Background: an optimization exercise with open tools, aiming at small area. Do not read the settings as production practice. Function was checked by simulation only, so behaviour that the tests miss may differ from the original. No driver is modelled on the clock port, so clocking that relies on it looks cheaper here than on a real chip. Power is estimated from default activity; no workload was simulated.

===== design/flow/config.mk =====
export PLATFORM = sky130hd
export DESIGN_NAME = counter
export DESIGN_NICKNAME = counter
export VERILOG_FILES = /design/flow/design.v
export SDC_FILE = /design/flow/constraint.sdc
export NUM_CORES = 4
export LEC_CHECK = 0
export ABC_AREA = 1
export CAP_MARGIN = 20
export CORE_MARGIN = 2
export CORE_UTILIZATION = 40
export SLEW_MARGIN = 20

===== design/flow/constraint.sdc =====
create_clock -name core_clock -period 45.0 [get_ports {clk}]
set_input_delay 9.0000 -clock core_clock [delete_from_list [all_inputs] [get_ports {clk}]]
set_output_delay 9.0000 -clock core_clock [all_outputs]
set_load 0.01 [all_outputs]

===== design/flow/design.v =====
`timescale 1ns / 1ps
module counter(
    input clk,
    input sys_rst,
    input startbutton,
    input reset,
    input [1:0] select,
    input [3:0] loadmeMSD,
    input [3:0] loadmeLSD,
    output [6:0] sseg,
    output [3:0] an,
    output dp
    );
    reg [4:0] scan;
    reg [4:0] div;
    wire div_fb = ~((div[3] & div[4]) | (div[1] & div[2] & div[4]) | (div[1] & ~div[2] & ~div[3] & ~div[4]));
    wire div_end = div[4] & ~div[3] & ~div[2] & ~div[1];       
    wire tick = div_end & scan[1] & scan[0];
    always @(posedge clk) begin
        if (sys_rst) begin
            scan <= 5'd3;
            div  <= 5'd0;
        end else begin
            scan <= scan + 5'd1;
            div  <= {div[3:0], div_fb};
        end
    end
    localparam [2:0] P_START = 3'd0,
                     P_NOLOAD = 3'd1,
                     P_LOAD = 3'd2,
                     P_WAITWORK = 3'd3,
                     P_WORK = 3'd4,
                     P_WAITSTOP = 3'd5,
                     P_STOP = 3'd6;
    reg [2:0] phase;
    reg dir;                     
    reg cmpl;                    
    reg [3:0] c0, c1, c2, c3;
    reg [2:0] s;
    wire c0_9 = c0[3] & c0[0];
    wire c1_9 = c1[3] & c1[0];
    wire c2_9 = c2[3] & c2[0];
    wire c3_9 = c3[3] & c3[0];
    wire s_0 = ~s[2] & ~s[1] & ~s[0];
    wire limit = s_0 & c0_9 & c1_9 & c2_9 & c3_9;
    reg [2:0] phase_n;
    always @(*) begin
        phase_n = phase;
        case (phase)
            P_START: phase_n = select[0] ? P_LOAD : P_NOLOAD;
            P_NOLOAD, P_LOAD, P_STOP: begin
                if (reset) phase_n = P_START;
                else if (startbutton) phase_n = P_WAITWORK;
            end
            P_WAITWORK: if (!startbutton) phase_n = P_WORK;
            P_WORK: begin
                if (reset) phase_n = P_START;
                else if (limit || startbutton) phase_n = P_WAITSTOP;
            end
            P_WAITSTOP: if (!startbutton) phase_n = P_STOP;
            default: phase_n = P_START;
        endcase
    end
    always @(posedge clk) begin
        if (sys_rst)
            phase <= P_START;
        else if (tick)
            phase <= phase_n;
    end
    always @(posedge clk)
        if (tick && phase == P_START)
            dir <= select[1];
    always @(posedge clk) begin
        if (sys_rst)
            cmpl <= 1'b0;
        else if (tick && (phase == P_NOLOAD || phase == P_LOAD))
            cmpl <= dir;
    end
    wire lsd_hi = loadmeLSD[3] & (loadmeLSD[2] | loadmeLSD[1]);
    wire [3:0] l2 = lsd_hi ? loadmeLSD - 4'd10 : loadmeLSD;
    wire [4:0] t = loadmeMSD + lsd_hi;
    wire hi = t >= 5'd10;
    wire [3:0] l3 = hi ? t[3:0] - 4'd10 : t[3:0];
    wire [3:0] k2 = dir ? 4'd9 - l2 : l2;
    wire [3:0] k3 = dir ? 4'd9 - l3 : l3;
    wire wrap = s[2] & s[1] & ~s[0] & c3[2] & c3[0] & c2[2] & c2[0] & c1[1] & c1[0] & c0[2] & c0[0];
    wire work = tick & (phase == P_WORK) & ~limit;
    wire clr = sys_rst | (tick & (phase == P_NOLOAD)) | (work & wrap);
    wire load = tick & (phase == P_LOAD);
    wire e0 = work;
    wire e1 = e0 & c0_9;
    wire e2 = e1 & c1_9;
    wire e3 = e2 & c2_9;
    wire es = e3 & c3_9;
    function [3:0] tog(input [3:0] x, input e);
        tog = {e & x[0] & (x[3] | (x[2] & x[1])), e & x[0] & x[1], e & x[0] & ~x[3], e};
    endfunction
    wire [3:0] n0 = c0 ^ tog(c0, e0);
    wire [3:0] n1 = c1 ^ tog(c1, e1);
    wire [3:0] n2 = c2 ^ tog(c2, e2);
    wire [3:0] n3 = c3 ^ tog(c3, e3);
    wire [2:0] ns = s ^ {es & s[1] & s[0], es & s[0], es};
    always @(posedge clk) begin
        c0 <= clr ? 4'd0 : load ? {dir, 2'b00, dir} : n0;
        c1 <= clr ? 4'd0 : load ? {dir, 2'b00, dir} : n1;
        c2 <= clr ? 4'd0 : load ? k2 : n2;
        c3 <= clr ? 4'd0 : load ? k3 : n3;
        s  <= clr ? 3'd0 : load ? {dir & hi, dir & hi, hi} : ns;
    end
    wire [1:0] pos = scan[4:3];
    assign an = {~(pos[1] & pos[0]), ~(pos[1] & ~pos[0]), ~(~pos[1] & pos[0]), ~(~pos[1] & ~pos[0])};
    assign dp = ~(pos[1] & ~pos[0]);
    wire [3:0] x = pos[1] ? (pos[0] ? c3 : c2) : (pos[0] ? c1 : c0);
    wire [3:0] d = cmpl ? {~(x[3] | x[2] | x[1]), x[2] ^ x[1], x[1], ~x[0]} : x;
    assign sseg[6] = (~d[3] & ~d[2] & ~d[1] & d[0]) | (d[2] & ~d[1] & ~d[0]);
    assign sseg[5] = d[2] & (d[1] ^ d[0]);
    assign sseg[4] = ~d[2] & d[1] & ~d[0];
    assign sseg[3] = (~d[3] & ~d[2] & ~d[1] & d[0]) | (d[2] & ~d[1] & ~d[0]) | (d[2] & d[1] & d[0]);
    assign sseg[2] = d[0] | (d[2] & ~d[1]);
    assign sseg[1] = (~d[2] & d[1]) | (~d[3] & ~d[2] & d[0]) | (d[1] & d[0]);
    assign sseg[0] = (~d[3] & ~d[2] & ~d[1]) | (d[2] & d[1] & d[0]);
endmodule

===== design/flow/flow/run.sh =====
#!/bin/bash
# Layout flow: the standard flow (standard.sh) with
#  - a synthesis that differs from the standard one only in its technology
#    mapping: ABC runs an area-oriented script and yosys's extract_fa is
#    skipped (registers, their names and cell types are unchanged);
#  - port buffers of the smallest buffer cell;
#  - clock tree synthesis without dummy loads.
set -euo pipefail
W=$PWD
{
  echo 'proc synth {args} { yosys synth -nofsm -noshare {*}$args }'
  echo 'proc extract_fa {args} { puts "extract_fa skipped" }'
  echo "proc abc {args} {"
  echo "  set i [lsearch -exact \$args -script]"
  echo "  if {\$i >= 0} { set args [lreplace \$args [expr {\$i+1}] [expr {\$i+1}] $W/flow/area.abc] }"
  echo "  yosys abc {*}\$args"
  echo "}"
  tail -n +2 synth_recipe.tcl
} > my_synth.tcl
bash standard.sh SYNTH_SCRIPT=$W/my_synth.tcl \
  "BUFFER_PORTS_ARGS=-buffer_cell sky130_fd_sc_hd__buf_1" \
  "CTS_ARGS=-sink_clustering_enable -repair_clock_nets -dont_use_dummy_load -buf_list {sky130_fd_sc_hd__clkbuf_2 sky130_fd_sc_hd__clkbuf_4 sky130_fd_sc_hd__clkbuf_8}" \
  finish > standard.log 2>&1

===== design/flow/flow/area.abc =====
strash
dch -f
amap
topo

===== design/flow/standard.sh =====
#!/bin/bash
# synth_recipe.tcl (not shown) runs the flow's synth.tcl, then flattens the netlist and writes it again
# the make line also repeats each setting of config.mk as NAME=value (left out here)
make -C /OpenROAD-flow-scripts/flow DESIGN_CONFIG=/design/flow/config.mk WORK_HOME=/design/flow/orfs CLKGATE_MAP_FILE= SYNTH_SCRIPT=/design/flow/synth_recipe.tcl "${@:-finish}"

==> metrics.md, run 1 <==
| Metric | Value |
|---|---|
| Status | `complete, no violations` |
| Rel. slew slack | `48.3%` |
| Max-Cap Viols | `0` |
| Clock sink count | `34` |
| DRC Markers | `0` |
| Initial antenna violation count | `0` |
| Post-place setup slack | `33.52 ns` |
| Iteration-0 DRC count of the detailed router | `102` |
| Clock Root Buffer | `clkbuf_8` |
| Crit start category | `register` |
| Part of the power in combinational logic | `12.3%` |
| Cell Pwr Density | `27.2 nW/um2` |
| DRT Pass-1 Iters | `4` |
| Layout Utilization | `46.1%` |
| Largest net degree at the start of global routing | `16` |
| Via/cell ratio | `5.40` |
| Mapped Area | `1920 um2` |
| Peak VDD IR | `0.0000147 V` |
| Ant diodes | `0` |
| Int Power | `0.0433 mW` |
| HP Start | `scan[0]` |
| Setup bufs post-CTS | `0` |
| Leakage | `0.699 nW` |
| Clock Skews | `0.0120 ns` |
| Slew @ Worst Pin | `0.770 ns` |
| HPWL after DPL | `3410 um` |
| Wire per inst | `12.2 um` |
| Htree depth | `2` |
| GP Congestion | `0.857` |
| Crit end category | `primary output` |
| Critical path data arrival time | `2.64 ns` |
| Die Span X | `73.2 um` |
| # rows | `25` |
| Kind of critical path | `register to primary output` |
| Period utilization | `25.9%` |
| RSZ-0062 raised after global routing | `no` |
| Hold_buf cts | `0` |
| Quantity of gates resized following cts | `0` |
| CP Data Required Time | `36.00 ns` |
| R2R cell count | `11` |
| I/O Pins | `26` |
| Clock power frac | `34.1%` |
| Net Sw Power | `0.0151 mW` |
| Seq/Total Area, Yosys | `36.0%` |
| Post-synth EDFFs | `1` |
| Grt total ovfl | `0` |
| Post-Route WL | `4460 um` |
| Ys Warns | `1` |
| Fmax | `85.9 MHz` |
| Clk pin slew, worst setup/hold paths | `0.07 ns` |
| DRT antenna net count | `0` |
| Share of cells above drive strength 1 | `1.92%` |
| Clk Latency, worst-skew pair | `0.28 ns` |
| Switching share of power | `25.8%` |
| Final Max Tran Viols | `0` |
| Synth Instances | `282` |
| Worst Hold Class | `register to register` |
| Setup Viol. Count Final | `0` |
| CTS Buf Count | `5` |
| Total power | `0.0583 mW` |
| Initial Utilization | `41.1%` |
| Final nets | `328` |
| Die height | `73.2 um` |
| DIE AREA | `5360 um2` |
| Via count | `1975` |
| Final Hold Fails | `0` |
| Core Footprint | `4660 um2` |
| CTS Buffer Depth | `2` |
| Total negative slack | `0 ns` |
| Top FF cell, synth | `dfxtp_1` |
| Synth cell types | `34` |
| Fin crit period | `11.64 ns` |
| PortBufs | `25` |
| Asr flop ratio synth | `0%` |
| Vias in the first global route | `1766` |
| Reg-to-reg startpoint | `c0[3]` |
| Net Count, Synth | `296` |
| Crit path max fanout | `7` |
| Synth-to-layout area growth | `12.0%` |
| Part of the power in registers | `53.5%` |
| Hold path depth | `1` |
| Final worst slack | `33.36 ns` |
| Synthesized flop and latch total | `34` |
| Avg Cell Area, Syn | `6.80 um2` |
| TritonCTS clock tree | `done` |
| First-pass GRT wire length | `7620 um` |
| Tot GR Track Use | `18.1%` |
| Worst setup path startpoint | `scan[3]` |
==> layout by cell type (no fill, tap or decap), types with 5 or more instances in the layout <==
master and count:
clkinv_1 38, nand4_1 5, a21oi_1 18, a31oi_1 5, buf_1 25, a211oi_1 5
dfxtp_1 33, nor3_1 10, nor2_1 71, o21ai_0 22, clkbuf_8 5, o22ai_1 11
nand2_1 20
==> stage by stage <==
step,instance area (um2),hold WS (ns),cells
after global routing,2150,0.442,366
after floorplan,1920,0.367,282
after detailed placement,2080,0.384,361
after CTS,2150,0.404,366
after global placement,2080,0.377,361
final,2150,0.402,366
==> final cells by class <==
class | count | area [um2]
clock buffers | 5 | 68.8
fillers | 507 | 2510
inverters | 38 | 143
multi-input cells | 209 | 1080
flip-flops and latches | 34 | 691
well taps | 54 | 67.6
repair buffers | 26 | 101
==> cell families after synthesis <==
| family | share of synthesized area (%) |
|---|---|
| and+or+nand+nor | 28.9 |
| AOI/OAI and AO/OA | 26.8 |
| buffers and inverters | 7.83 |
| DFF | 36.0 |
| xor gates and xnor gates | 0.457 |
==> worst max-delay path, stage by stage (launching register included) <==
cell and delay [ns]:
dfxtp_1 0.40, clkinv_1 0.15, nand2_1 0.20, o22ai_1 0.12, nor2_1 0.19, clkinv_1 0.21
nor2_1 0.19, a21oi_1 0.07, o21ai_0 0.23, nor2_1 0.08, o21a_1 0.18, or2_0 0.20
buf_1 0.12
==> synth_stat cells (2+ instances only) <==
master,number,area [um2]
or4_1,2,15.0
nor2_1,71,267
o32a_1,3,30.0
a21oi_1,18,90.1
a31oi_1,5,31.3
nand2_1,20,75.1
dfxtp_1,33,661
o211ai_1,2,15.0
o32ai_1,3,26.3
nand4_1,5,31.3
nor3_1,10,50.1
o21ai_0,22,110
o22ai_1,11,68.8
or3_1,3,18.8
nor2b_1,3,18.8
nand3_1,3,15.0
clkinv_1,38,143
nor4_1,2,12.5
and3_1,2,12.5
and2_0,2,12.5
a211oi_1,5,37.5
o221a_1,2,22.5
or2_0,3,18.8
a22oi_1,3,22.5
o21bai_1,2,15.0
==> path summary, 6_finish.rpt <==
path,to,slack [ns]
setup reg to reg,c0[2],41.49
hold / removal,scan[0],0.40
hold reg to reg,scan[0],0.40
setup / recovery,sseg[3],33.36
==> registers in the layout, indices dropped and copies added, names as in the netlist <==
signal  count
dir         1
scan        5
div         5
c1          4
c0          4
c3          4
phase       3
c2          4
s           3
cmpl        1
==> metal layers <==
metal | GRT usage (%) | vias to the layer above | part of all wire [%]
met1 | 23.9 | 878 | 49
li1 | - | 1056 | -
met5 | 0 | - | 0
met3 | 4.97 | 9 | 4.4
met2 | 28.3 | 32 | 45
met4 | 5.97 | 0 | 1.3
==> power groups by stage <==
stage / Combinational (mW) / Clock, mW / Sequential (mW)
global placement: 0.00710 / 0 / 0.0319
global route: 0.00831 / 0.0219 / 0.0313
CTS: 0.00722 / 0.0208 / 0.0312
detailed placement: 0.00718 / 0 / 0.0319
floorplan: 0.00502 / 0 / 0.0318
finish: 0.00719 / 0.0199 / 0.0312
==> run 2, diff against run 1 <==
--- a/design/flow/flow/run.sh
+++ b/design/flow/flow/run.sh
@@ -21,3 +21,3 @@
   "BUFFER_PORTS_ARGS=-buffer_cell sky130_fd_sc_hd__buf_1" \
-  "CTS_ARGS=-sink_clustering_enable -repair_clock_nets -dont_use_dummy_load -buf_list {sky130_fd_sc_hd__clkbuf_2 sky130_fd_sc_hd__clkbuf_4 sky130_fd_sc_hd__clkbuf_8}" \
+  "CTS_ARGS=-sink_clustering_enable -repair_clock_nets -dont_use_dummy_load -buf_list sky130_fd_sc_hd__clkbuf_8 -sink_clustering_size 50 -sink_clustering_max_diameter 1000" \
   finish > standard.log 2>&1
==> metrics.md, run 2 <==
| Metric | Value |
|---|---|
| Fmax | `85.9 MHz (unchanged)` |
| Die Span X | `73.2 um (unchanged)` |
| Worst hold endpoint | `scan[0]` |
| Placed Area | `2080 um2 (unchanged)` |
| CTS Buf Count | `5 (unchanged)` |
| Seq/Total Area, Yosys | `36.0% (unchanged)` |
| Tot GR Track Use | `18.1% (unchanged)` |
| HPWL after DPL | `3410 um (unchanged)` |
| Asr flop ratio synth | `0% (unchanged)` |
| Ant diodes | `0 (unchanged)` |
| Largest net degree at the start of global routing | `16 (unchanged)` |
| Final Hold Fails | `0 (unchanged)` |
| Post-synth EDFFs | `1 (unchanged)` |
| Slew @ Worst Pin | `0.770 ns (unchanged)` |
| Kind of critical path | `register to primary output` |
| Via/cell ratio | `5.40 (unchanged)` |
| Ys Warns | `1 (unchanged)` |
| Post-synth top area share | `34.5% (unchanged)` |
| Critical path data arrival time | `2.64 ns (about the same)` |
| Via count | `1975 (unchanged)` |
| HP Start | `scan[0]` |
| Status | `complete, no violations` |
| Peak VDD IR | `0.0000147 V (unchanged)` |
| Hold_buf cts | `0 (unchanged)` |
| Final Max Tran Viols | `0 (unchanged)` |
| Top layer in use | `met4` |
| Fin crit period | `11.64 ns (unchanged)` |
| CTS Buffer Depth | `2 (unchanged)` |
| Core Footprint | `4660 um2 (unchanged)` |
| Most frequent cell after synthesis | `nor2_1` |
| First-pass GRT wire length | `7620 um (unchanged)` |
| Crit end category | `primary output` |
| Wire per inst | `12.2 um (unchanged)` |
| R2R cell count | `11 (unchanged)` |
| Clock sink count | `34 (unchanged)` |
| Synthesized flop and latch total | `34 (unchanged)` |
| Synth-to-layout area growth | `12.0% (unchanged)` |
| DIE AREA | `5360 um2 (unchanged)` |
| Cell Pwr Density | `27.2 nW/um2 (unchanged)` |
| CP Data Required Time | `36.00 ns (about the same)` |
| Synth cell types | `34 (unchanged)` |
| R2R Path End | `c0[2]` |
| RSZ-0062 raised after global routing | `no` |
| Net Count, Synth | `296 (unchanged)` |
| Fin area | `2150 um2 (unchanged)` |
| I/O Pins | `26 (unchanged)` |
| Placed insts | `361 (unchanged)` |
| Mapped Area | `1920 um2 (unchanged)` |
| DRT Pass-1 Iters | `4 (unchanged)` |
| Final nets | `328 (unchanged)` |
| Clock Skews | `0.0120 ns (unchanged)` |
| Final Non-Filler Cells | `366 (unchanged)` |
| Clk pin slew, worst setup/hold paths | `0.07 ns (about the same)` |
| Grt total ovfl | `0 (unchanged)` |
| Synth Instances | `282 (unchanged)` |
| Clock Root Buffer | `clkbuf_8` |
| # rows | `25 (unchanged)` |
| Worst reg2reg setup slack | `41.49 ns (about the same)` |
| Total negative slack | `0 ns (unchanged)` |
| DRT antenna net count | `0 (unchanged)` |
| Clk Latency, worst-skew pair | `0.28 ns (about the same)` |
| Crit path max fanout | `7 (unchanged)` |
| GP Congestion | `0.857 (unchanged)` |
| Worst Hold Class | `register to register` |
| Synth cell count leaders | `nor2_1 (71), clkinv_1 (38), dfxtp_1 (33)` |
| Post-place setup slack | `33.52 ns (unchanged)` |
| Largest cells by area after synthesis | `dfxtp_1 (34%), nor2_1 (14%), clkinv_1 (7.4%)` |
| Most common cell after layout, fill and taps aside | `nor2_1` |
| TritonCTS clock tree | `done` |
| Routed wl met2 | `2000 um (unchanged)` |
| Vias in the first global route | `1766 (unchanged)` |
| Rel. slew slack | `48.3% (unchanged)` |
| Hold path depth | `1 (unchanged)` |
| Iteration-0 DRC count of the detailed router | `102 (unchanged)` |
| Post-Route WL | `4460 um (unchanged)` |
| Leakage | `0.699 nW (unchanged)` |
| Share of cells above drive strength 1 | `1.92% (unchanged)` |
| Reg-to-reg startpoint | `c0[3]` |
| Initial antenna violation count | `0 (unchanged)` |
| Crit start category | `register` |
| Final worst slack | `33.36 ns (unchanged)` |
| Quantity of gates resized following cts | `0 (unchanged)` |
| Most frequent cells in the layout | `nor2_1 (71), clkinv_1 (38), dfxtp_1 (33), buf_1 (25), o21ai_0 (22)` |
| Area leader, netlist | `dfxtp_1` |
| PortBufs | `25 (unchanged)` |
| Met3 WL | `197 um (unchanged)` |
| Setup bufs post-CTS | `0 (unchanged)` |
| Top flop regs | `div: 5 flops, scan: 5 flops` |
| Total power | `0.0583 mW (unchanged)` |
| WL met1 | `2200 um (unchanged)` |
| Avg Cell Area, Syn | `6.80 um2 (unchanged)` |
| Max-Cap Viols | `0 (unchanged)` |
| DRC Markers | `0 (unchanged)` |
| Top FF cell, synth | `dfxtp_1` |
| Die height | `73.2 um (unchanged)` |
| Htree depth | `2 (unchanged)` |
| Setup Viol. Count Final | `0 (unchanged)` |
| Initial Utilization | `41.1% (unchanged)` |
| Period utilization | `25.9% (unchanged)` |
==> run 2: cell counts after synthesis <==
No cell type changed its count.
==> run 2: kinds of logic after synthesis <==
family          count (synthesis)  synth area share [%]
xor+xnor                        1                 0.457
simple gates                  127                  28.9
buf+inv                        39                  7.83
flops                          34                  36.0
compound gates                 81                  26.8
==> run 2: worst max-delay path by stage <==
stage	from	end	slack, ns	cells after the start
2_1_floorplan	scan[3]	sseg[3]	33.79	10
3_3_place_gp	loadmeLSD[3]	c3[3]	33.67	17
3_5_place_dp	loadmeLSD[3]	c3[3]	33.52	17
4_1_cts	scan[3]	sseg[3]	33.37	12
5_1_grt	scan[3]	sseg[3]	33.00	11
6_report	scan[3]	sseg[3]	33.36	12
==> run 2: power by group <==
part           switching [mW]  leakage, nW  internal (mW)
Combinational         0.00471        0.386        0.00248
Clock                 0.00995       0.0359        0.00996
Sequential           0.000399        0.277         0.0308
Total                  0.0151        0.699         0.0433
==> run 2: per-layer routing <==
metal / up-vias / global-route usage [%]
li1: 1056 / -
met1: 878 / 23.9
met2: 32 / 28.3
met3: 9 / 4.97
met4: 0 / 5.97
met5: - / 0
==> run 2: metrics by stage <==
| stage | hold slack (ns) | utilization (%) |
|---|---|---|
| CTS | 0.404 | 46.1 |
| global placement | 0.377 | 44.6 |
| floorplan | 0.367 | - |
| detailed placement | 0.384 | 44.6 |
| global route | 0.442 | 46.1 |
| finish | 0.402 | 46.1 |
==> run 2: area by class of cell <==
type                       instances  area [um2]
clock buffer                       5        68.8
fill                             507        2510
inverter                          38         143
multi-input combinational        209        1080
sequential                        34         691
tap                               54        67.6
timing repair buffer              26         101
==> run 2: worst max-delay path, stage by stage, from the launching register on <==
cell and delay, ns:
dfxtp_1 0.40, clkinv_1 0.15, nand2_1 0.20, o22ai_1 0.12, nor2_1 0.19, clkinv_1 0.21
nor2_1 0.19, a21oi_1 0.07, o21ai_0 0.23, nor2_1 0.08, o21a_1 0.18, or2_0 0.20
buf_1 0.12
==> run 3, diff against run 2 <==
--- a/design/flow/flow/run.sh
+++ b/design/flow/flow/run.sh
@@ -21,3 +21,3 @@
   "BUFFER_PORTS_ARGS=-buffer_cell sky130_fd_sc_hd__buf_1" \
-  "CTS_ARGS=-sink_clustering_enable -repair_clock_nets -dont_use_dummy_load -buf_list sky130_fd_sc_hd__clkbuf_8 -sink_clustering_size 50 -sink_clustering_max_diameter 1000" \
+  "CTS_ARGS=-sink_clustering_enable -repair_clock_nets -dont_use_dummy_load -buf_list sky130_fd_sc_hd__clkbuf_4" \
   finish > standard.log 2>&1
==> metrics.md, run 3 <==
| Metric | Value |
|---|---|
| Final worst slack | `33.30 ns (-0.0631 ns)` |
| Post-synthesis xor/xnor area fraction | `0.457% (unchanged)` |
| GP Congestion | `0.857 (unchanged)` |
| Via/cell ratio | `5.43 (+0.71%)` |
| Period utilization | `26.0% (+0.14 points)` |
| Area leader, netlist | `dfxtp_1` |
| Clock Skews | `0.0206 ns (+0.00865 ns)` |
| Reg-to-reg startpoint | `c0[3]` |
| Avg Cell Area, Syn | `6.80 um2 (unchanged)` |
| R2R Path End | `c0[2]` |
| Post-Route WL | `4440 um (-0.31%)` |
| DIE AREA | `5360 um2 (unchanged)` |
| CP Data Required Time | `36.00 ns (about the same)` |
| Final Max Tran Viols | `0 (unchanged)` |
| Tot GR Track Use | `18.1% (+0.029 points)` |
| Critical path data arrival time | `2.70 ns (+0.06 ns)` |
| CTS Buf Count | `5 (unchanged)` |
| I/O Pins | `26 (unchanged)` |
| Mapped Area | `1920 um2 (unchanged)` |
| Most common cell after layout, fill and taps aside | `nor2_1` |
| Max-Cap Viols | `0 (unchanged)` |
| Vias in the first global route | `1753 (-0.74%)` |
| Clock sink count | `34 (unchanged)` |
| RSZ-0062 raised after global routing | `no` |
| Seq/Total Area, Yosys | `36.0% (unchanged)` |
| Final Hold Fails | `0 (unchanged)` |
| Hold path depth | `1 (unchanged)` |
| Synthesized flop and latch total | `34 (unchanged)` |
| Synth cell count leaders | `nor2_1 (71), clkinv_1 (38), dfxtp_1 (33)` |
| Via count | `1989 (+0.71%)` |
| Die height | `73.2 um (unchanged)` |
| Rel. slew slack | `50.7% (+2.4 points)` |
| Crit path max fanout | `7 (unchanged)` |
| Clk pin slew, worst setup/hold paths | `0.11 ns (+0.04 ns)` |
| Setup bufs post-CTS | `0 (unchanged)` |
| Clock Root Buffer | `clkbuf_4` |
| Asr flop ratio synth | `0% (unchanged)` |
| Worst setup path startpoint | `scan[3]` |
| Post-synth EDFFs | `1 (unchanged)` |
| Largest net degree at the start of global routing | `16 (unchanged)` |
| Placed Area | `2080 um2 (unchanged)` |
| Grt total ovfl | `0 (unchanged)` |
| Peak VDD IR | `0.0000135 V (-8.6%)` |
| Post-place setup slack | `33.52 ns (unchanged)` |
| Synth cell types | `34 (unchanged)` |
| DRT antenna net count | `0 (unchanged)` |
| Ys Warns | `1 (unchanged)` |
| Placed insts | `361 (unchanged)` |
| Largest cells by area after synthesis | `dfxtp_1 (34%), nor2_1 (14%), clkinv_1 (7.4%)` |
| Share of cells above drive strength 1 | `1.92% (unchanged)` |
| Initial Utilization | `41.1% (unchanged)` |
| PortBufs | `25 (unchanged)` |
| CTS Buffer Depth | `2 (unchanged)` |
| Mux cell area share after synthesis | `0% (unchanged)` |
| Most frequent cell after synthesis | `nor2_1` |
| Clk Latency, worst-skew pair | `0.33 ns (+0.05 ns)` |
| Most frequent cells in the layout | `nor2_1 (71), clkinv_1 (38), dfxtp_1 (33), buf_1 (25), o21ai_0 (22)` |
| Critical path endpoint | `sseg[3]` |
| Core Footprint | `4660 um2 (unchanged)` |
| Setup Viol. Count Final | `0 (unchanged)` |
| TritonCTS clock tree | `done` |
| Wire per inst | `12.1 um (-0.31%)` |
| Final Non-Filler Cells | `366 (unchanged)` |
| Cell Pwr Density | `25.1 nW/um2 (-7.7%)` |
| Synth-to-layout area growth | `10.4%` |
| Worst reg2reg setup slack | `41.51 ns (+0.02 ns)` |
| Kind of critical path | `register to primary output` |
| Iteration-0 DRC count of the detailed router | `78 (-24%)` |
| First-pass GRT wire length | `7640 um (+0.28%)` |
| # rows | `25 (unchanged)` |
| Post-synth top area share | `34.5% (unchanged)` |
| Leakage | `0.686 nW (-1.9%)` |
| Simple-Gate Fraction of Synth Area | `28.9% (unchanged)` |
| Fmax | `85.5 MHz (-0.54%)` |
| R2R cell count | `11 (unchanged)` |
| HPWL after DPL | `3410 um (unchanged)` |
| Quantity of gates resized following cts | `0 (unchanged)` |
| Initial antenna violation count | `0 (unchanged)` |
| Final nets | `328 (unchanged)` |
| Total negative slack | `0 ns (unchanged)` |
| Crit start category | `register` |
| Largest family of logic cells by synthesized area | `simple AND/OR/NAND/NOR gates` |
| Top FF cell, synth | `dfxtp_1` |
| Top flop regs | `div: 5 flops, scan: 5 flops` |
| Status | `complete, no violations` |
| Synth Area in Compound Gates | `26.8% (unchanged)` |
| Slew @ Worst Pin | `0.734 ns (-0.0356 ns)` |
| Crit end category | `primary output` |
| Ant diodes | `0 (unchanged)` |
| Fin crit period | `11.70 ns (+0.0631 ns)` |
| Synth Instances | `282 (unchanged)` |
| DRT Pass-1 Iters | `4 (unchanged)` |
| Die Span X | `73.2 um (unchanged)` |
| DRC Markers | `0 (unchanged)` |
| Net Count, Synth | `296 (unchanged)` |
| Hold_buf cts | `0 (unchanged)` |
| Worst Hold Class | `register to register` |
| Htree depth | `2 (unchanged)` |
| Fin area | `2120 um2 (-1.5%)` |
| Synth Area in Adders | `0% (unchanged)` |
-- run 3: cell counts after synthesis --
No cell type changed its count.
-- run 3: power breakdown --
group / total, mW / leakage (nW) / internal [mW] / switching, mW
Combinational: 0.00719 / 0.386 / 0.00248 / 0.00472
Sequential: 0.0312 / 0.277 / 0.0308 / 0.000401
Clock: 0.0147 / 0.0230 / 0.00523 / 0.00945
Total: 0.0531 / 0.686 / 0.0385 / 0.0146
-- run 3: worst min path at each step --
stage | start | end | slack [ns]
3_3_place_gp | scan[0] | scan[0] | 0.38
3_5_place_dp | scan[0] | scan[0] | 0.38
4_1_cts | scan[0] | scan[0] | 0.41
2_1_floorplan | scan[0] | scan[0] | 0.37
6_report | scan[0] | scan[0] | 0.41
5_1_grt | scan[0] | scan[0] | 0.45
-- run 3: logic make-up (layout without fill, tap and decap cells) --
logic type,count (synthesis),after routing
compound gates,81,81
flops,34,34
simple gates,127,127
xor+xnor,1,1
buf+inv,39,69
-- run 3: layout make-up --
cell class | count | area (um2)
tap | 54 | 67.6
fill | 512 | 2540
inverter | 38 | 143
multi-input combinational | 209 | 1080
timing repair buffer | 26 | 101
clock buffer | 5 | 37.5
sequential | 34 | 691
-- run 3: worst max-delay path, cell delays in order (launching register included) --
cell,delay [ns]
dfxtp_1,0.42
clkinv_1,0.15
nand2_1,0.20
o22ai_1,0.12
nor2_1,0.19
clkinv_1,0.21
nor2_1,0.18
a21oi_1,0.07
o21ai_0,0.23
nor2_1,0.09
o21a_1,0.18
or2_0,0.20
buf_1,0.12
-- run 3: layer usage --
metal	vias up	track usage [%]	wire, um
met4	0	5.97	66
met1	891	24.1	2170
met3	10	4.97	225
met2	30	28.2	1980
met5	-	0	0
li1	1058	-	-
-- run 3: metrics by stage --
step	power [mW]	utilization, %	hold WS [ns]
finish	0.0531	45.4	0.411
CTS	0.0540	45.4	0.415
global route	0.0565	45.4	0.453
detailed placement	0.0391	44.6	0.384
global placement	0.0390	44.6	0.377
floorplan	0.0368	-	0.367
==> run 4, diff against run 3 <==
--- a/design/flow/design.v
+++ b/design/flow/design.v
@@ -29,7 +29,7 @@
                      P_NOLOAD = 3'd1,
-                     P_LOAD = 3'd2,
-                     P_WAITWORK = 3'd3,
-                     P_WORK = 3'd4,
-                     P_WAITSTOP = 3'd5,
-                     P_STOP = 3'd6;
+                     P_LOAD = 3'd7,
+                     P_WAITWORK = 3'd2,
+                     P_WORK = 3'd3,
+                     P_WAITSTOP = 3'd6,
+                     P_STOP = 3'd5;
     reg [2:0] phase;
==> design/flow/flow/area.abc (replaced) <==
strash
&get -n
&deepsyn -J 20 -T 120
&put
dch -f
amap
topo
==> metrics.md, run 4 <==
| Metric | Value |
|---|---|
| Synth-to-layout area growth | `10.3% (about the same)` |
| Net Sw Power | `0.0145 mW (-0.77%)` |
| Peak VDD IR | `0.0000174 V (+29%)` |
| Quantity of gates resized following cts | `0 (unchanged)` |
| Vias in the first global route | `1676 (-4.4%)` |
| Top flop regs | `div: 5 flops, scan: 5 flops` |
| Initial antenna violation count | `0 (unchanged)` |
| Via/cell ratio | `5.46 (+0.40%)` |
| Area leader, netlist | `dfxtp_1` |
| Fmax | `86.8 MHz (+1.5%)` |
| Share of cells above drive strength 1 | `1.71% (-0.21 points)` |
| RSZ-0062 raised after global routing | `no` |
| Worst Hold Class | `register to register` |
| Crit start category | `register` |
| Final Max Tran Viols | `0 (unchanged)` |
| Fillers | `467 (-8.8%)` |
| Clk Latency, worst-skew pair | `0.34 ns (about the same)` |
| Die height | `71.7 um (-2.1%)` |
| Final Hold Fails | `0 (unchanged)` |
| Fin crit period | `11.52 ns (-0.175 ns)` |
| Most frequent cells in the layout | `nor2_1 (58), clkinv_1 (36), dfxtp_1 (33), nand2_1 (28), buf_1 (25)` |
| Synth Instances | `263 (-6.7%)` |
| Core Footprint | `4380 um2 (-5.9%)` |
| Crit end category | `primary output` |
| Rel. slew slack | `40.1% (-11 points)` |
| Critical path data arrival time | `2.52 ns (-0.18 ns)` |
| DRT antenna net count | `0 (unchanged)` |
| Clock Root Buffer | `clkbuf_4` |
| Die Span X | `71.7 um (-2.1%)` |
| CTS Buf Count | `5 (unchanged)` |
| Clock sink count | `34 (unchanged)` |
| PortBufs | `25 (unchanged)` |
| I/O Pins | `26 (unchanged)` |
| Mapped Area | `1830 um2 (-4.3%)` |
| DRC Markers | `0 (unchanged)` |
| GP Congestion | `0.900 (+5.0%)` |
| Iteration-0 DRC count of the detailed router | `115 (+47%)` |
| Final Non-Filler Cells | `344 (-6.0%)` |
| Final nets | `308 (-6.1%)` |
| Ant diodes | `0 (unchanged)` |
| Hold_buf cts | `0 (unchanged)` |
| Top FF cell, synth | `dfxtp_1` |
| Fin area | `2020 um2 (-4.4%)` |
| Initial Utilization | `41.8% (+0.71 points)` |
| Via count | `1877 (-5.6%)` |
| Kind of critical path | `register to primary output` |
| Part of the power in combinational logic | `13.1% (-0.4 points)` |
| Setup bufs post-CTS | `0 (unchanged)` |
| HPWL after DPL | `3380 um (-1.0%)` |
| Most frequent cell after synthesis | `nor2_1` |
| First-pass GRT wire length | `7470 um (-2.2%)` |
| Avg Cell Area, Syn | `6.97 um2 (+2.6%)` |
| Largest cells by area after synthesis | `dfxtp_1 (36%), nor2_1 (12%), clkinv_1 (7.4%)` |
| DRT Pass-1 Iters | `4 (unchanged)` |
| Register area | `691 um2 (unchanged)` |
| Seq/Total Area, Yosys | `37.7% (+1.6 points)` |
| Switching share of power | `27.2% (-0.19 points)` |
| Post-synth top area share | `36.0% (+1.6 points)` |
| Wire per inst | `12.3 um (+1.6%)` |
| Period utilization | `25.6% (-0.39 points)` |
| Net Count, Synth | `277 (-6.4%)` |
| Slew @ Worst Pin | `0.890 ns (+0.155 ns)` |
| TritonCTS clock tree | `done` |
| CP Data Required Time | `36.00 ns (about the same)` |
| # rows | `24 (-4.0%)` |
| DIE AREA | `5140 um2 (-4.1%)` |
| Max-Cap Viols | `0 (unchanged)` |
| Grt total ovfl | `0 (unchanged)` |
| Synth cell count leaders | `nor2_1 (58), clkinv_1 (36), dfxtp_1 (33)` |
| Largest net degree at the start of global routing | `14 (-2)` |
| Synthesized flop and latch total | `34 (unchanged)` |
| Clock Skews | `0.0192 ns (-0.00144 ns)` |
| Post-synth EDFFs | `1 (unchanged)` |
| Part of the power in registers | `59.6% (+0.8 points)` |
| Status | `complete, no violations` |
| Cell Pwr Density | `26.2 nW/um2 (+4.5%)` |
| Multi-input logic area | `1000 um2 (-7.0%)` |
| Synth cell types | `36 (+5.9%)` |
| CTS Buffer Depth | `2 (unchanged)` |
| Ys Warns | `1 (unchanged)` |
| Placed Area | `1990 um2 (-4.5%)` |
| Crit path max fanout | `6 (-1)` |
| Asr flop ratio synth | `0% (unchanged)` |
| Post-Route WL | `4240 um (-4.5%)` |
| Clock power frac | `27.3% (-0.3 points)` |
| Most common cell after layout, fill and taps aside | `nor2_1` |
| Total negative slack | `0 ns (unchanged)` |
| Placed insts | `339 (-6.1%)` |
| Htree depth | `2 (unchanged)` |
| Tot GR Track Use | `18.3% (+0.16 points)` |
| Clk pin slew, worst setup/hold paths | `0.11 ns (about the same)` |
| Setup Viol. Count Final | `0 (unchanged)` |
| Leakage | `0.642 nW (-6.4%)` |
| Int Power | `0.0386 mW (+0.18%)` |
-- run 4: cell types whose count changed in the layout (fill, tap and decap cells not counted), sizes merged, moves of 3 or more --
cell,before,now
o21ai,22,16
nor2,71,58
a22oi,3,0
a21oi,18,10
nand2,20,28
o31ai,0,3
o32a,3,0
-- run 4: area by class of cell --
| cell class | count | share of cell area, % |
|---|---|---|
| well taps | 52 | 3.22 |
| clock buffers | 5 | 1.86 |
| repair buffers | 25 | 4.64 |
| inverters | 36 | 6.68 |
| multi-input cells | 192 | 49.5 |
| flip-flops and latches | 34 | 34.1 |
-- run 4: stage by stage --
stage	power [mW]	hold WS [ns]	setup slack (ns)	utilization, %
2_1_floorplan	0.0369	0.372	34.06	-
3_3_place_gp	0.0393	0.389	33.92	45.3
3_5_place_dp	0.0393	0.384	33.86	45.3
4_1_cts	0.0534	0.414	33.46	46.1
5_1_grt	0.0566	0.431	33.07	46.1
6_report	0.0530	0.415	33.48	46.1
-- run 4: power by group through the flow --
stage / logic, mW / registers (mW) / clock network, mW
final: 0.00696 / 0.0316 / 0.0145
after global routing: 0.00815 / 0.0317 / 0.0167
after CTS: 0.00702 / 0.0316 / 0.0148
after detailed placement: 0.00702 / 0.0323 / 0
after global placement: 0.00693 / 0.0323 / 0
after floorplan: 0.00474 / 0.0321 / 0
-- run 4: critical path, cell delays in order (launching register included) --
cell and delay, ns:
dfxtp_1 0.37, clkinv_1 0.14, nand2_1 0.19, nor2_1 0.06
a31oi_1 0.15, o221ai_1 0.18, a2111oi_0 0.55, nand2_1 0.13
o21ai_0 0.12, or2_0 0.14, buf_1 0.15
-- run 4: worst paths after layout --
path                               from  slack [ns]       to  cells past startpoint
worst max register to register  scan[0]       41.49     s[2]                     11
worst min register to register  scan[0]        0.41  scan[0]                      1
worst min-delay path            scan[0]        0.41  scan[0]                      1
worst max-delay path            scan[3]       33.48  sseg[3]                     10
-- run 4: layer usage --
layer	vias up	part of all wire (%)	GRT usage (%)	routed length, um
met1	834	49	24.6	2060
met3	9	3.6	3.94	154
li1	998	-	-	-
met4	0	1.4	5.03	59
met5	-	0	0	0
met2	36	46	29.6	1970
-- run 4: cell families after synthesis --
kind of cell           after synthesis  synth area share, %
AO/OA/AOI/OAI                       70                 25.4
AND/OR/NAND/NOR                    122                 29.2
flip-flops                          34                 37.7
buffers and inverters               37                 7.78
==> run 5, diff against run 4 <==
--- a/design/flow/flow/run.sh
+++ b/design/flow/flow/run.sh
@@ -3,3 +3,4 @@
 #  - a synthesis that differs from the standard one only in its technology
-#    mapping: ABC runs an area-oriented script and yosys's extract_fa is
+#    mapping: ABC runs an area-oriented script, arithmetic is not mapped
+#    to Kogge-Stone adders, and yosys's extract_fa is
 #    skipped (registers, their names and cell types are unchanged);
@@ -19,3 +20,3 @@
 } > my_synth.tcl
-bash standard.sh SYNTH_SCRIPT=$W/my_synth.tcl \
+bash standard.sh SYNTH_SCRIPT=$W/my_synth.tcl SYNTH_OPERATIONS_ARGS=-noshare \
   "BUFFER_PORTS_ARGS=-buffer_cell sky130_fd_sc_hd__buf_1" \
==> design/flow/flow/area.abc (replaced) <==
strash
&get -n
&deepsyn -J 20 -T 120
&put
dch -f
amap
strash
&get -n
&deepsyn -J 20 -T 120
&put
dch -f
amap
==> metrics.md, run 5 <==
| Metric | Value |
|---|---|
| Period utilization | `25.5% (-0.13 points)` |
| R2R cell count | `19 (+8)` |
| Ys Warns | `1 (unchanged)` |
| Tot GR Track Use | `18.3% (+0.051 points)` |
| Largest net degree at the start of global routing | `14 (unchanged)` |
| Net Sw Power | `0.0135 mW (-6.8%)` |
| Switching share of power | `26.1% (-1.1 points)` |
| R2R Path End | `s[2]` |
| Final Max Tran Viols | `0 (unchanged)` |
| Die Span X | `70.3 um (-2.0%)` |
| Crit path max fanout | `6 (unchanged)` |
| Crit start category | `register` |
| CTS Buffer Depth | `2 (unchanged)` |
| Ant diodes | `0 (unchanged)` |
| Wire per inst | `12.3 um (about the same)` |
| Cell Pwr Density | `26.5 nW/um2 (+0.99%)` |
| Delay-heaviest family, CP | `compound AO/OA/AOI/OAI gates` |
| Hold_buf cts | `0 (unchanged)` |
| Grt total ovfl | `0 (unchanged)` |
| Post-synth top area share | `37.6% (+1.6 points)` |
| Initial Utilization | `40.9% (-0.90 points)` |
| I/O Pins | `26 (unchanged)` |
| Net Count, Synth | `262 (-5.4%)` |
| Status | `complete, no violations` |
| Int Power | `0.0381 mW (-1.3%)` |
| Worst hold endpoint | `scan[0]` |
| Met3 WL | `162 um (+5.2%)` |
| Synth cell types | `32 (-11%)` |
| Part of the power in registers | `61.0% (+1.4 points)` |
| DRT antenna net count | `0 (unchanged)` |
| Quantity of gates resized following cts | `0 (unchanged)` |
| Clock Skews | `0.0228 ns (+0.00355 ns)` |
| Setup bufs post-CTS | `0 (unchanged)` |
| Top layer in use | `met4` |
| Area leader, netlist | `dfxtp_1` |
| Top FF cell, synth | `dfxtp_1` |
| RSZ-0062 raised after global routing | `no` |
| Worst Hold Class | `register to register` |
| DRC Markers | `0 (unchanged)` |
| Clock Root Buffer | `clkbuf_4` |
| Worst path max stage delay | `0.37 ns (-0.18 ns)` |
| Via/cell ratio | `5.20 (-4.6%)` |
| Routed wl met2 | `1720 um (-13%)` |
| Kind of critical path | `register to primary output` |
| Via count | `1712 (-8.8%)` |
| Vias in the first global route | `1599 (-4.6%)` |
| Fin crit period | `11.46 ns (-0.0605 ns)` |
| Placed insts | `324 (-4.4%)` |
| Core Footprint | `4290 um2 (-2.1%)` |
| Peak VDD IR | `0.00000928 V (-47%)` |
| Hold path depth | `1 (unchanged)` |
| Setup Viol. Count Final | `0 (unchanged)` |
| Worst hold slack | `0.405 ns (-0.0100 ns)` |
| Total negative slack | `0 ns (unchanged)` |
| HP Start | `scan[0]` |
| CTS Buf Count | `5 (unchanged)` |
| PortBufs | `25 (unchanged)` |
| TritonCTS clock tree | `done` |
| Top flop regs | `div: 5 flops, scan: 5 flops` |
| Final Non-Filler Cells | `329 (-4.4%)` |
| DIE AREA | `4940 um2 (-3.9%)` |
| Worst reg2reg setup slack | `41.61 ns (+0.12 ns)` |
| Reg-to-reg startpoint | `div[3]` |
| Rel. slew slack | `56.2% (+16 points)` |
| Initial antenna violation count | `0 (unchanged)` |
| Synth Instances | `248 (-5.7%)` |
| HPWL after DPL | `3180 um (-6.0%)` |
| Clk Latency, worst-skew pair | `0.33 ns (about the same)` |
| Most common cell after layout, fill and taps aside | `nor2_1` |
| Synth cell count leaders | `nor2_1 (41), clkinv_1 (38), dfxtp_1 (33)` |
| Clock sink count | `34 (unchanged)` |
| Iteration-0 DRC count of the detailed router | `82 (-29%)` |
| Leakage | `0.644 nW (+0.25%)` |
| Layout Utilization | `45.3% (-0.81 points)` |
| Asr flop ratio synth | `0% (unchanged)` |
| Share of cells above drive strength 1 | `1.81% (+0.093 points)` |
| # rows | `24 (unchanged)` |
| Post-synth EDFFs | `1 (unchanged)` |
| Most frequent cells in the layout | `nor2_1 (41), clkinv_1 (38), dfxtp_1 (33), nand2_1 (30)` |
| Clk pin slew, worst setup/hold paths | `0.10 ns (about the same)` |
| Max-Cap Viols | `0 (unchanged)` |
| Largest cells by area after synthesis | `dfxtp_1 (38%), nor2_1 (8.8%), clkinv_1 (8.1%)` |
| Seq/Total Area, Yosys | `39.3% (+1.6 points)` |
| First-pass GRT wire length | `7240 um (-3.1%)` |
| GP Congestion | `0.812 (-9.8%)` |
| Post-Route WL | `4050 um (-4.5%)` |
| Mapped Area | `1760 um2 (-4.2%)` |
| CP Cell Sequence | `clkinv_1 -> nand2_1 -> o22ai_1 -> a311oi_1 -> nor2_1 -> a21oi_1 -> clkinv_1 -> o21ai_0 -> o21ai_0 -> nor2_1 -> buf_1` |
| Slew @ Worst Pin | `0.652 ns (-0.237 ns)` |
| Part of the power in combinational logic | `10.9% (-2.2 points)` |
| Die height | `70.3 um (-2.0%)` |
| Final Hold Fails | `0 (unchanged)` |
| Htree depth | `2 (unchanged)` |
| CP Data Required Time | `36.00 ns (about the same)` |
| Crit end category | `primary output` |
| Clock power frac | `28.1% (+0.8 points)` |
| WL met1 | `2100 um (+2.0%)` |
| Synth-to-layout area growth | `10.7%` |
| Final nets | `293 (-4.9%)` |
| Worst path slowest cell | `dfxtp_1` |
| Fillers | `486 (+4.1%)` |
| Worst path buffer plus inverter count | `3 (+1)` |
| Most frequent cell after synthesis | `nor2_1` |
| Avg Cell Area, Syn | `7.09 um2 (+1.6%)` |
| Critical path data arrival time | `2.46 ns (-0.06 ns)` |
| Fmax | `87.2 MHz (+0.53%)` |
| DRT Pass-1 Iters | `4 (unchanged)` |
| Synthesized flop and latch total | `34 (unchanged)` |
## run 5: worst max path at each step
stage                     depth (start not counted)  slack, ns    start      end
after floorplan                                  10      34.05  scan[3]  sseg[6]
after CTS                                        11      33.49  scan[3]  sseg[6]
final                                            11      33.54  scan[3]  sseg[6]
after global routing                             11      33.17  scan[3]  sseg[6]
after global placement                           11      33.90  scan[4]  sseg[6]
after detailed placement                         11      33.88  scan[3]  sseg[6]
## run 5: cell type report
cell class                      count  area [um2]  area share [%]
Inverter                           38         143            7.33
Timing Repair Buffer               25        93.8            4.82
Clock buffer                        5        37.5            1.93
Sequential cell                    34         691            35.5
Tap cell                           52        65.1            3.34
Multi-Input combinational cell    175         917            47.1
## run 5: kinds of logic after synthesis
group,count (synthesis),synth area share [%]
AO/OA/AOI/OAI,73,26.6
AND/OR/NAND/NOR,101,25.1
buffers and inverters,39,8.54
flip-flops,34,39.3
XOR/XNOR,1,0.498
## run 5: per-stage QoR
step | area, um2 | worst slack (ns) | total power, mW
after floorplan | 1760 | 34.05 | 0.0358
after global placement | 1910 | 33.90 | 0.0377
after detailed placement | 1910 | 33.88 | 0.0378
after CTS | 1950 | 33.49 | 0.0521
after global routing | 1950 | 33.17 | 0.0545
final | 1950 | 33.54 | 0.0515
## run 5: routing by layer
metal	up-vias	GRT usage [%]
li1	927	-
met1	738	25.1
met2	40	27.7
met3	7	4.47
met4	0	7.05
met5	-	0
## run 5: worst register-to-register path, delay by kind of cell (launching register included)
family                 cells  cell delay [ns]
and+or+nand+nor           14             2.46
AOI/OAI and AO/OA          2             0.24
DFF                        1             0.33
buffers and inverters      3             0.30
## run 5: power by group through the flow
stage          clock (mW)  sequential [mW]  combinational [mW]
2_1_floorplan           0           0.0320             0.00385
3_3_place_gp            0           0.0321             0.00561
3_5_place_dp            0           0.0321             0.00567
4_1_cts            0.0150           0.0314             0.00567
5_1_grt            0.0163           0.0316             0.00663
6_report           0.0145           0.0314             0.00564
==> run 6, diff against run 5 <==
--- a/design/flow/design.v
+++ b/design/flow/design.v
@@ -70,3 +70,3 @@
     always @(posedge clk)
-        if (tick && phase == P_START)
+        if (phase == P_START)
             dir <= select[1];
--- a/design/flow/flow/run.sh
+++ b/design/flow/flow/run.sh
@@ -7,3 +7,4 @@
 #  - port buffers of the smallest buffer cell;
-#  - clock tree synthesis without dummy loads.
+#  - the clock tree: two clkbuf_8, each driving half of the flip-flops,
+#    inserted before CTS (flow/clkbuf.tcl), so TritonCTS adds nothing.
 set -euo pipefail
@@ -22,2 +23,3 @@
   "BUFFER_PORTS_ARGS=-buffer_cell sky130_fd_sc_hd__buf_1" \
+  PRE_CTS_TCL=$W/flow/clkbuf.tcl \
   "CTS_ARGS=-sink_clustering_enable -repair_clock_nets -dont_use_dummy_load -buf_list sky130_fd_sc_hd__clkbuf_4" \
==> design/flow/flow/clkbuf.tcl (new file) <==
# Clock distribution for a small design: the clock port drives N clock
# buffers, each driving the flip-flops nearest to it (flops split into N
# groups by x position), in place of TritonCTS's H-tree.
set nbuf 2
set cell sky130_fd_sc_hd__clkbuf_8
set block [ord::get_db_block]
set sinks {}
foreach it [$block getITerms] {
  set m [[$it getInst] getMaster]
  if {[$it isInputSignal] || 1} {
    set mt [$it getMTerm]
    if {[$mt getName] eq "CLK" && [[$it getNet] getName] eq "clk"} {
      set xy [$it getAvgXY]
      lappend sinks [list [lindex $xy 1] [lindex $xy 2] [[$it getInst] getName]]
    }
  }
}
set sinks [lsort -real -index 0 $sinks]
set n [llength $sinks]
puts "clock sinks: $n"
for {set g 0} {$g < $nbuf} {incr g} {
  set lo [expr {$g * $n / $nbuf}]
  set hi [expr {($g + 1) * $n / $nbuf - 1}]
  set pins {}; set sx 0; set sy 0
  foreach s [lrange $sinks $lo $hi] {
    lappend pins [get_pins "[lindex $s 2]/CLK"]
    set sx [expr {$sx + [lindex $s 0]}]; set sy [expr {$sy + [lindex $s 1]}]
  }
  set k [llength $pins]
  set dbu [$block getDbUnitsPerMicron]
  set loc [list [expr {$sx / $k / double($dbu)}] [expr {$sy / $k / double($dbu)}]]
  insert_buffer -buffer_cell $cell -net clk -load_pins $pins -location $loc -buffer_name clkbuf_g$g
}
==> metrics.md, run 6 <==
| Metric | Value |
|---|---|
| Status | `complete, no violations` |
| Period utilization | `26.6% (+1.2 points)` |
| Worst reg2reg setup slack | `42.03 ns (+0.42 ns)` |
| Top FF cell, synth | `dfxtp_1` |
| Wire per inst | `12.6 um (+2.7%)` |
| Post-place setup slack | `33.68 ns (-0.195 ns)` |
| Die height | `70.6 um (+0.36%)` |
| Crit start category | `register` |
| # rows | `24 (unchanged)` |
| Slew @ Worst Pin | `0.571 ns (-0.0814 ns)` |
| Synth Area in Adders | `0% (unchanged)` |
| Final worst slack | `33.02 ns (-0.518 ns)` |
| Fin crit period | `11.98 ns (+0.518 ns)` |
| Clock Skews | `0.0118 ns (-0.0110 ns)` |
| Vias in the first global route | `1651 (+3.3%)` |
| PortBufs | `25 (unchanged)` |
| Final Hold Fails | `0 (unchanged)` |
| Grt total ovfl | `0 (unchanged)` |
| Core Footprint | `4320 um2 (+0.70%)` |
| Max-Cap Viols | `0 (unchanged)` |
| Most frequent cells in the layout | `nor2_1 (51), clkinv_1 (34), dfxtp_1 (33), buf_1 (25), nand2_1 (19)` |
| DIE AREA | `4980 um2 (+0.73%)` |
| CP Data Required Time | `36.00 ns (about the same)` |
| Avg Cell Area, Syn | `7.20 um2 (+1.6%)` |
| Worst Hold Class | `register to register` |
| Asr flop ratio synth | `0% (unchanged)` |
| Ys Warns | `1 (unchanged)` |
| Leakage | `0.666 nW (+3.4%)` |
| Cell Pwr Density | `30.1 nW/um2 (+14%)` |
| R2R cell count | `10 (-9)` |
| TritonCTS clock tree | `done` |
| Most frequent cell after synthesis | `nor2_1` |
| Mux cell area share after synthesis | `0% (unchanged)` |
| GP Congestion | `0.836 (+3.0%)` |
| Via count | `1799 (+5.1%)` |
| Total negative slack | `0 ns (unchanged)` |
| RSZ-0062 raised after global routing | `no` |
| Synth-to-layout area growth | `13.9%` |
| Final Non-Filler Cells | `333 (+1.2%)` |
| Clk pin slew, worst setup/hold paths | `0.10 ns (about the same)` |
| HPWL after DPL | `3260 um (+2.6%)` |
| Post-Route WL | `4210 um (+3.9%)` |
| Top flop regs | `div: 5 flops, scan: 5 flops` |
| Crit end category | `primary output` |
| Synth cell count leaders | `nor2_1 (51), clkinv_1 (34), dfxtp_1 (33)` |
| Synth Area in Compound Gates | `28.2% (+1.6 points)` |
| Rel. slew slack | `61.0% (+4.8 points)` |
| First-pass GRT wire length | `7260 um (+0.28%)` |
| Most common cell after layout, fill and taps aside | `nor2_1` |
| Final Max Tran Viols | `0 (unchanged)` |
| Post-synthesis xor/xnor area fraction | `0.494% (-0.0039 points)` |
| Ant diodes | `0 (unchanged)` |
| Kind of critical path | `register to primary output` |
| Fmax | `83.5 MHz (-4.3%)` |
| Quantity of gates resized following cts | `0 (unchanged)` |
| Simple-Gate Fraction of Synth Area | `24.6% (-0.41 points)` |
| Iteration-0 DRC count of the detailed router | `79 (-3.7%)` |
| Clk Latency, worst-skew pair | `0.63 ns (+0.30 ns)` |
| Seq/Total Area, Yosys | `39.0% (-0.31 points)` |
| Critical path data arrival time | `2.98 ns (+0.52 ns)` |
| DRT antenna net count | `0 (unchanged)` |
| Fin area | `2020 um2 (+3.7%)` |
| Area leader, netlist | `dfxtp_1` |
| Crit path max fanout | `7 (+1)` |
| Initial antenna violation count | `0 (unchanged)` |
| Largest cells by area after synthesis | `dfxtp_1 (37%), nor2_1 (11%), clkinv_1 (7.2%)` |
| DRT Pass-1 Iters | `4 (unchanged)` |
| Synth cell types | `35 (+9.4%)` |
| Synthesized flop and latch total | `34 (unchanged)` |
| Post-synth EDFFs | `1 (unchanged)` |
| Mapped Area | `1770 um2 (+0.78%)` |
| DRC Markers | `0 (unchanged)` |
| Synth Instances | `246 (-0.81%)` |
| Largest family of logic cells by synthesized area | `compound AO/OA/AOI/OAI gates` |
| Post-synth top area share | `37.3% (-0.29 points)` |
| Peak VDD IR | `0.0000165 V (+78%)` |
| Placed insts | `322 (-0.62%)` |
| Final nets | `297 (+1.4%)` |
| Net Count, Synth | `260 (-0.76%)` |
| Initial Utilization | `41.0% (about the same)` |
| Setup bufs post-CTS | `0 (unchanged)` |
| Tot GR Track Use | `18.0% (-0.34 points)` |
| Placed Area | `1920 um2 (+0.72%)` |
| Hold_buf cts | `0 (unchanged)` |
| Largest net degree at the start of global routing | `15 (+1)` |
| Hold path depth | `1 (unchanged)` |
| Via/cell ratio | `5.40 (+3.8%)` |
| Die Span X | `70.6 um (+0.36%)` |
| Share of cells above drive strength 1 | `3.91% (+2.1 points)` |
| I/O Pins | `26 (unchanged)` |
| Setup Viol. Count Final | `0 (unchanged)` |
run 6: changes by cell type in the layout (fill, tap and decap cells not counted), moves of 4 or more:
cell	before	now
a211oi_1	5	1
a21oi_1	8	14
a31oi_1	6	2
clkbuf_4	5	9
clkinv_1	38	34
nand2_1	30	19
nor2_1	41	51
o21ai_0	25	18
o22ai_1	6	10
run 6: final cells by class, without the clock buffers:
cell class | instances | area, um2
fill | 484 | 2310
inverter | 34 | 128
tap | 52 | 65.1
sequential | 34 | 691
multi-input combinational | 177 | 946
timing repair buffer | 25 | 93.8
run 6: kinds of logic after synthesis:
family	Yosys count
compound gates	76
buf+inv	35
xor+xnor	1
simple gates	100
flops	34
run 6: per-layer routing:
layer,part of all wire (%),routed length (um),global-route usage (%),up-vias
li1,-,-,-,954
met1,51,2160,24.3,804
met2,43,1820,28.0,39
met3,4.9,208,4.70,2
met4,0.64,27,6.29,0
met5,0,0,0,-
run 6: worst paths after layout:
path         endpoint    start
max           sseg[3]  scan[3]
min           scan[0]  scan[0]
max reg2reg     c2[3]    c3[0]
min reg2reg   scan[0]  scan[0]
run 6: report_power, final:
| group | internal [mW] | switching (mW) | leakage (nW) |
|---|---|---|---|
| Clock | 0.0129 | 0.0110 | 0.0558 |
| Combinational | 0.00190 | 0.00367 | 0.332 |
| Sequential | 0.0309 | 0.000480 | 0.278 |
run 6: metrics by stage:
step                      utilization [%]  hold slack (ns)  power [mW]
after detailed placement             44.5            0.384      0.0376
after global routing                 46.7            0.445      0.0648
final                                46.7            0.404      0.0608
after floorplan                         -            0.367      0.0358
after CTS                            46.7            0.408      0.0617
after global placement               44.5            0.380      0.0376
run 6: critical path, stage by stage, from the launching register on:
cell and delay (ns):
dfxtp_1 0.37, clkinv_1 0.18, nand2_1 0.18, o22ai_1 0.10, a311oi_1 0.45, a21oi_1 0.20
o21ai_0 0.28, o22ai_1 0.13, o21ai_0 0.24, clkinv_1 0.09, buf_1 0.13
==> run 7, diff against run 6 <==
--- a/design/flow/flow/run.sh
+++ b/design/flow/flow/run.sh
@@ -24,3 +24,3 @@
   PRE_CTS_TCL=$W/flow/clkbuf.tcl \
-  "CTS_ARGS=-sink_clustering_enable -repair_clock_nets -dont_use_dummy_load -buf_list sky130_fd_sc_hd__clkbuf_4" \
+  "CTS_ARGS=-sink_clustering_enable -repair_clock_nets -dont_use_dummy_load -buf_list sky130_fd_sc_hd__clkbuf_8" \
   finish > standard.log 2>&1
==> metrics.md, run 7 <==
| Metric | Value |
|---|---|
| Status | `complete, no violations` |
| Asr flop ratio synth | `0% (unchanged)` |
| Crit end category | `primary output` |
| Clock power frac | `25.0% (-14 points)` |
| Final Max Tran Viols | `0 (unchanged)` |
| Synth cell types | `35 (unchanged)` |
| CP Data Required Time | `36.00 ns (about the same)` |
| Period utilization | `25.6% (-1.0 points)` |
| DRT antenna net count | `0 (unchanged)` |
| Wire per inst | `12.7 um (+0.80%)` |
| I/O Pins | `26 (unchanged)` |
| Post-Route WL | `4130 um (-1.9%)` |
| Fin crit period | `11.51 ns (-0.471 ns)` |
| Die Span X | `70.6 um (unchanged)` |
| Top flop regs | `div: 5 flops, scan: 5 flops` |
| HP Start | `scan[0]` |
| Clock Skews | `0.00320 ns (-0.00855 ns)` |
| Worst Hold Class | `register to register` |
| First-pass GRT wire length | `7040 um (-3.0%)` |
| Final Hold Fails | `0 (unchanged)` |
| Largest cells by area after synthesis | `dfxtp_1 (37%), nor2_1 (11%), clkinv_1 (7.2%)` |
| Crit path max fanout | `6 (-1)` |
| Peak VDD IR | `0.0000150 V (-9.1%)` |
| Post-synth EDFFs | `1 (unchanged)` |
| Part of the power in registers | `63.6% (+12 points)` |
| Tot GR Track Use | `16.5% (-1.5 points)` |
| Most common cell after layout, fill and taps aside | `nor2_1` |
| Part of the power in combinational logic | `11.3% (+2.1 points)` |
| Net Count, Synth | `260 (unchanged)` |
| Final nets | `288 (-3.0%)` |
| Clk pin slew, worst setup/hold paths | `0.11 ns (about the same)` |
| Register area | `691 um2 (unchanged)` |
| Ys Warns | `1 (unchanged)` |
| # rows | `24 (unchanged)` |
| Max-Cap Viols | `0 (unchanged)` |
| Synth cell count leaders | `nor2_1 (51), clkinv_1 (34), dfxtp_1 (33)` |
| Die height | `70.6 um (unchanged)` |
| Clk Latency, worst-skew pair | `0.16 ns (-0.47 ns)` |
| Kind of critical path | `register to primary output` |
| Fillers | `490 (+1.2%)` |
| Setup Viol. Count Final | `0 (unchanged)` |
| Hold_buf cts | `0 (unchanged)` |
| CP Cell Sequence | `clkinv_1 -> nand2_1 -> o22ai_1 -> a311oi_1 -> a21oi_1 -> o21ai_0 -> o22ai_1 -> o21ai_0 -> clkinv_1 -> buf_1` |
| Worst path slowest cell | `a311oi_1` |
| Area leader, netlist | `dfxtp_1` |
| Fmax | `86.9 MHz (+4.1%)` |
| Worst reg2reg setup slack | `42.02 ns (about the same)` |
| PortBufs | `25 (unchanged)` |
| Cell Pwr Density | `25.3 nW/um2 (-16%)` |
| Met2 usage | `28.3% (+0.31 points)` |
| Leakage | `0.624 nW (-6.2%)` |
| Setup bufs post-CTS | `0 (unchanged)` |
| Placed Area | `1920 um2 (unchanged)` |
| RSZ-0062 raised after global routing | `no` |
| Grt total ovfl | `0 (unchanged)` |
| Initial antenna violation count | `0 (unchanged)` |
| Vias in the first global route | `1540 (-6.7%)` |
| R2R cell count | `10 (unchanged)` |
| Share of cells above drive strength 1 | `0.735% (-3.2 points)` |
| Worst hold endpoint | `scan[0]` |
| Most frequent cell after synthesis | `nor2_1` |
| Post-synth top area share | `37.3% (unchanged)` |
| HPWL after DPL | `3260 um (unchanged)` |
| GP Congestion | `0.836 (unchanged)` |
| Total negative slack | `0 ns (unchanged)` |
| Switching share of power | `25.0% (+0.090 points)` |
| Synthesized flop and latch total | `34 (unchanged)` |
| Top FF cell, synth | `dfxtp_1` |
| Multi-input logic area | `946 um2 (unchanged)` |
| GR peak layer | `met2` |
| Avg Cell Area, Syn | `7.20 um2 (unchanged)` |
| Core Footprint | `4320 um2 (unchanged)` |
| Crit start category | `register` |
| DIE AREA | `4980 um2 (unchanged)` |
| Seq/Total Area, Yosys | `39.0% (unchanged)` |
| Int Power | `0.0369 mW (-19%)` |
| Hold path depth | `1 (unchanged)` |
| DRT Pass-1 Iters | `4 (unchanged)` |
| Via count | `1765 (-1.9%)` |
| Worst path buffer plus inverter count | `3 (unchanged)` |
| Delay-heaviest family, CP | `compound AO/OA/AOI/OAI gates` |
| R2R Path End | `c2[3]` |
| Mapped Area | `1770 um2 (unchanged)` |
| Net Sw Power | `0.0123 mW (-19%)` |
| Largest net degree at the start of global routing | `18 (+3)` |
| Met3 Usage GRT | `1.28% (-3.4 points)` |
| Reg-to-reg startpoint | `c3[0]` |
| Via/cell ratio | `5.45 (+0.84%)` |
| Synth-to-layout area growth | `10.1%` |
| Most frequent cells in the layout | `nor2_1 (51), clkinv_1 (34), dfxtp_1 (33), buf_1 (25), nand2_1 (19)` |
| Quantity of gates resized following cts | `0 (unchanged)` |
| Slew @ Worst Pin | `0.568 ns (-0.00279 ns)` |
| Worst path max stage delay | `0.45 ns (about the same)` |
| Synth Instances | `246 (unchanged)` |
| Initial Utilization | `41.0% (unchanged)` |
| DRC Markers | `0 (unchanged)` |
| Fin area | `1950 um2 (-3.3%)` |
| Iteration-0 DRC count of the detailed router | `83 (+5.1%)` |
| Rel. slew slack | `61.2% (+0.19 points)` |
| Ant diodes | `0 (unchanged)` |
| Met1 Use GR | `23.9% (-0.45 points)` |
| Critical path data arrival time | `2.51 ns (-0.47 ns)` |
[run 7: changes by cell type in the layout (fill, tap and decap cells not counted), sizes merged]
cell and delta:
clkbuf -9
[run 7: cell families after synthesis]
logic type                share of synthesized area [%]
buffers and inverters                              7.63
DFF                                                39.0
xor gates and xnor gates                          0.494
and+or+nand+nor                                    24.6
AOI/OAI and AO/OA                                  28.3
[run 7: power groups by stage]
stage	registers, mW	logic (mW)	clock network, mW
floorplan	0.0319	0.00384	0
global placement	0.0320	0.00553	0
detailed placement	0.0320	0.00558	0
CTS	0.0320	0.00560	0.00864
global route	0.0314	0.00647	0.0138
finish	0.0313	0.00558	0.0123
[run 7: worst max-delay path by stage]
stage | from | end | slack, ns | cells after the start
final | scan[4] | sseg[3] | 33.49 | 10
after global routing | scan[4] | sseg[3] | 33.12 | 10
after CTS | scan[4] | sseg[3] | 33.69 | 10
after detailed placement | scan[4] | sseg[3] | 33.68 | 10
after global placement | scan[4] | sseg[3] | 33.77 | 10
after floorplan | scan[4] | sseg[6] | 33.83 | 10
[run 7: through the flow]
step / total power [mW] / hold slack, ns / std cells / setup slack, ns / util [%]
after floorplan: 0.0358 / 0.367 / 246 / 33.83 / -
after global placement: 0.0376 / 0.380 / 322 / 33.77 / 44.5
after detailed placement: 0.0376 / 0.384 / 322 / 33.68 / 44.5
after CTS: 0.0463 / 0.384 / 324 / 33.69 / 45.1
after global routing: 0.0517 / 0.448 / 324 / 33.12 / 45.1
final: 0.0493 / 0.407 / 324 / 33.49 / 45.1
[run 7: cell type report, without the clock buffers]
class                           count  share of cell area (%)
Inverter                           34                    6.54
Timing Repair Buffer               25                    4.81
Multi-Input combinational cell    177                    48.5
Sequential cell                    34                    35.4
Tap cell                           52                    3.34
[run 7: metal layers]
metal  vias to the layer above  wire length [um]  share of wire, %
li1                        936                 -                 -
met1                       792              2100                51
met2                        34              1780                43
met3                         3               213               5.2
met4                         0                29              0.70
met5                         -                 0                 0

[separate check: timing with driven ports]
In the flow no input, the clock included, has a driving cell. The finished layouts below were timed again as built, in two steps.
Step 1 sets driving cells, clkbuf_16 on the clock port and buf_2 on the other inputs (assumed; they add their load-dependent delay and slew).
Step 2 moves the port delays by t, midway between the first and last clock arrival at a register: inputs arrive t later, outputs are due t later. That takes back most of the time a late clock gives input paths.
Slacks: ideal / step 1 / step 2; pairs: ideal / step 1.
run	t (ns)	setup WS [ns]	worst setup path after step 2	clock arrival spread, ns
run 1	0.302	33.364 / 33.338 / 33.443	input to register	0.012 / 0.012
run 2	0.302	33.364 / 33.338 / 33.443	input to register	0.012 / 0.012
run 3	0.348	33.301 / 33.277 / 33.452	input to register	0.021 / 0.020
run 4	0.352	33.477 / 33.453 / 33.805	register to output	0.019 / 0.019
run 5	0.349	33.537 / 33.511 / 33.860	register to output	0.022 / 0.023
run 6	0.655	33.019 / 32.993 / 33.648	register to output	0.012 / 0.011
run 7	0.199	33.490 / 33.454 / 33.652	register to output	0.003 / 0.003
After both steps setup and hold are still met in every run listed.
